Background: an optimization exercise with open tools, aiming at small area and a short achievable clock period. Do not read the settings as production practice.

Setup of run 1:
Design lab4_2, start of the top module:
module lab4_2( 
              input wire      mode,
              input wire[2:0] opCode,
              input wire[3:0] value,
              input clk,
              input reset,
              output reg[9:0] result,
              output reg cacheFull,
              output reg invalidOp,
              output reg overflow);
==> module lab4_2, before the edit <==
module lab4_2( 
              input wire      mode,
              input wire[2:0] opCode,
              input wire[3:0] value,
              input clk,
              input reset,
              output reg[9:0] result,
              output reg cacheFull,
              output reg invalidOp,
              output reg overflow);
	reg [9:0] p1;
	reg [4:1] p1_one;
	reg [4:0] p1_two;
	wire [11:0] re = {1'b0, result, 1'b0};
	wire [4:1] r_one;
	wire [4:0] r_two;
	genvar d;
	generate
		for (d = 0; d < 5; d = d + 1) begin : enc
			if (d > 0) assign r_one[d] = re[2*d+1] ^ re[2*d];
			assign r_two[d] = (re[2*d+2] & ~re[2*d+1] & ~re[2*d]) | (~re[2*d+2] & re[2*d+1] & re[2*d]);
		end
	endgenerate
	reg [5:0] j;
	reg       w;
	reg [5:0] size;
	reg [3:0] offset;
	reg [2:0] ops  [0:31];
	reg [3:0] vals [0:31];
	reg [2:0] op;
	reg [3:0] v;
	reg       is_setr;	 
	wire in_ok   = ~(opCode[1] & opCode[0]);
	wire load_ok = ~mode & in_ok & ~size[5];
	wire [31:0] dec = 32'd1 << size[4:0];
	wire [31:0] wen;
	l42_wen wdec (.ld(load_ok), .dec(dec), .en(wen));
	genvar e;
	generate
		for (e = 0; e < 32; e = e + 1) begin : wr
			always @(posedge clk) begin
				if (wen[e]) begin
					ops[e]  <= opCode;
					vals[e] <= value;
				end
			end
		end
	endgenerate
	wire is_add2 = ~op[2] & op[0];
	wire is_fma  = ~op[2] & op[1];
	wire [11:0] sadd = {2'b00, result} + (is_add2 ? {2'b00, p1} : 12'd0) + {8'd0, v};
	wire [10:0] tf;
	l42_mac mac (.a(result), .b(p1), .e_one(p1_one), .e_two(p1_two), .v(v), .t(tf));
	reg big;
	integer m;
	always @(*) begin
		big = 1'b0;
		for (m = 1; m < 10; m = m + 1)
			big = big | ((|(result >> m)) & (|(p1 >> (10 - m))));
	end
	wire [2:0] pc_lo, pc_hi;
	l42_pc5 pcl (.x(result[4:0]), .n(pc_lo));
	l42_pc5 pch (.x(result[9:5]), .n(pc_hi));
	wire [3:0] popc = pc_lo + pc_hi;
	wire [9:0] brev = {result[0], result[1], result[2], result[3], result[4],
	                   result[5], result[6], result[7], result[8], result[9]};
	wire       fsel = mode & is_fma;
	wire [9:0] oth_res = (mode & ~is_setr) ? (op[2] ? (op[0] ? brev : {6'd0, popc}) : sadd[9:0]) : result;
	wire       oth_ovf = mode & (is_setr ? overflow : (~op[2] & (sadd[11] | sadd[10])));
	wire [9:0] res_d;
	wire       ovf_d;
	l42_fin fin (.sel(fsel), .t(tf), .big(big), .o_res(oth_res), .o_ovf(oth_ovf), .res(res_d), .ovf(ovf_d));
	wire [3:0] off_new = is_setr ? v : offset;
	wire [5:0] i_new = w ? {2'b00, off_new} : j;
	wire       off_lt = size[5] | ({1'b0, off_new} < size[4:0]);
	wire       j_lt   = size[5] | (j[4:0] < size[4:0]);
	wire       f_valid = w ? off_lt : j_lt;
	wire [223:0] flat;
	generate
		for (e = 0; e < 32; e = e + 1) begin : rd
			assign flat[7*e +: 7] = {ops[e], vals[e]};
		end
	endgenerate
	wire [6:0] rdq;
	l42_rd rdm (.m(flat), .idx(i_new[4:0]), .q(rdq));
	wire [2:0] f_op = f_valid ? rdq[6:4] : 3'b000;
	wire [3:0] f_v  = f_valid ? rdq[3:0] : 4'b0000;
	wire [5:0] j_new = i_new + 6'd1;
	wire       w_new = w ? ({2'b00, off_new} + 6'd1 == size) : (j + 6'd1 == size);
	wire [5:0] s_inc = size + 6'd1;
	always @(posedge clk or posedge reset) begin
		if (reset) begin
			result <= 10'd0; overflow <= 1'b0;
		end else begin
			result <= res_d;
			overflow <= ovf_d;
		end
	end
	always @(posedge clk or posedge reset) begin
		if (reset) begin
			p1 <= 10'd0; p1_one <= 4'd0; p1_two <= 5'd0; j <= 6'd1; w <= 1'b0; size <= 6'd0; offset <= 4'd0;
			cacheFull <= 1'b0; invalidOp <= 1'b0;
			op <= 3'b000; v <= 4'b0000; is_setr <= 1'b0;
		end else if (~mode) begin
			invalidOp <= ~in_ok;
			if (in_ok) begin
				if (size[5]) cacheFull <= 1'b1;
				else begin
					size <= s_inc;
					w <= (j == s_inc);
				end
			end
			if (load_ok && j[4:0] == s_inc[4:0]) begin
				op <= opCode;
				v <= value;
				is_setr <= opCode[2] & opCode[1];
			end
		end else begin
			invalidOp <= 1'b0;
			offset <= off_new;
			j <= j_new;
			w <= w_new;
			op <= f_op;
			v <= f_v;
			is_setr <= f_op[2] & f_op[1];
			if (!is_setr) begin
				p1 <= result;
				p1_one <= r_one;
				p1_two <= r_two;
			end
		end
	end
endmodule
==> module l42_wen, before the edit <==
module l42_wen(input wire ld, input wire [31:0] dec, output wire [31:0] en);
	assign en = dec & {32{ld}};
endmodule
Settings: LEC_CHECK=0, CAP_MARGIN=20, CORE_MARGIN=2, CORE_UTILIZATION=40, CTS_BUF_LIST=sky130_fd_sc_hd__clkbuf_16, CTS_CLUSTER_DIAMETER=100, CTS_CLUSTER_SIZE=22, SETUP_SLACK_MARGIN=4.0, SLEW_MARGIN=20, SYNTH_HIERARCHICAL=1, SYNTH_MINIMUM_KEEP_SIZE=0; clock period 8.0 ns.
run.sh (not shown) runs the stock make flow with config.mk's settings and CLKGATE_MAP_FILE= SYNTH_SCRIPT=/design/flow/synth_recipe.tcl, a recipe that flattens the netlist after the stock synthesis.
Run 1: no failed stages, no open violations at the end
Modified inputs, run 2 compared to run 1
--- a/flow/design.v
+++ b/flow/design.v
@@ -31,13 +31,12 @@
 	reg [2:0] op;
 	reg [3:0] v;
 	reg       is_setr;	 
 	wire in_ok   = ~(opCode[1] & opCode[0]);
 	wire load_ok = ~mode & in_ok & ~size[5];
-	wire [31:0] dec = 32'd1 << size[4:0];
 	wire [31:0] wen;
-	l42_wen wdec (.ld(load_ok), .dec(dec), .en(wen));
+	l42_wen wdec (.ld(load_ok), .sz(size[4:0]), .en(wen));
 	genvar e;
 	generate
 		for (e = 0; e < 32; e = e + 1) begin : wr
 			always @(posedge clk) begin
 				if (wen[e]) begin
@@ -130,12 +129,24 @@
 				p1_two <= r_two;
 			end
 		end
 	end
 endmodule
-module l42_wen(input wire ld, input wire [31:0] dec, output wire [31:0] en);
-	assign en = dec & {32{ld}};
+module l42_wen(input wire ld, input wire [4:0] sz, output wire [31:0] en);
+	wire [3:0] grp = 4'd1 << sz[4:3];
+	wire [7:0] low = 8'd1 << sz[2:0];
+	wire [3:0] lg;
+	l42_and4 ga (.a(grp), .b(ld), .y(lg));
+	genvar k;
+	generate
+		for (k = 0; k < 32; k = k + 1) begin : en_k
+			assign en[k] = lg[k / 8] & low[k % 8];
+		end
+	endgenerate
+endmodule
+module l42_and4(input wire [3:0] a, input wire b, output wire [3:0] y);
+	assign y = a & {4{b}};
 endmodule
 module l42_rd(input wire [223:0] m, input wire [4:0] idx, output wire [6:0] q);
 	genvar b, g;
 	generate
 		for (b = 0; b < 7; b = b + 1) begin : rb
As far as fraction of standard cell area that is sequential is concerned, run 2 and run 1 perform about the same. Run 2 -> run 1: path depth of the worst reg2reg path flat. Worst-margin pin slew came out lower on run 2 than on run 1. Delta(wire length of the first global-routing pass, run 2 - run 1) < 0. Comparing run 1 and run 2, the higher multi-input combinational cell count is on run 1. Against run 1, aggregate routed wire length in run 2 fell by a little under 10%. Looking at run 1 and run 2, the post-cts gate resize count is a wash.
Function was not checked in any run of this note: the RTL went through the layout flow alone.

what the ideal ports hide:
No port has a modelled driver above. Below, the same layouts with a new extraction and two added sets of constraints.
Step 1 assumes that a clkbuf_16 drives the clock port and a buf_2 every other input.
Step 2 also shifts input and output timing later by t, the mid clock arrival at the registers, as if the neighbouring blocks saw the same clock.
Three values: ideal, step 1, step 2; two values: the first two.
run	t (ns)	setup WS [ns]	worst hold slack (ns)	worst setup path at the end	worst data-port slew with drivers (ns)
run 1	0.550	4.195 / 4.195 / 3.721	0.522 / 0.522 / 0.522	input to register	0.03
run 2	0.540	4.088 / 4.088 / 3.661	0.523 / 0.523 / 0.523	input to register	0.03
After both steps every run listed still meets setup and hold. For run 1, which loses most, drivers alone change the setup slack by 0.000 ns; drivers and shift together by -0.474 ns.
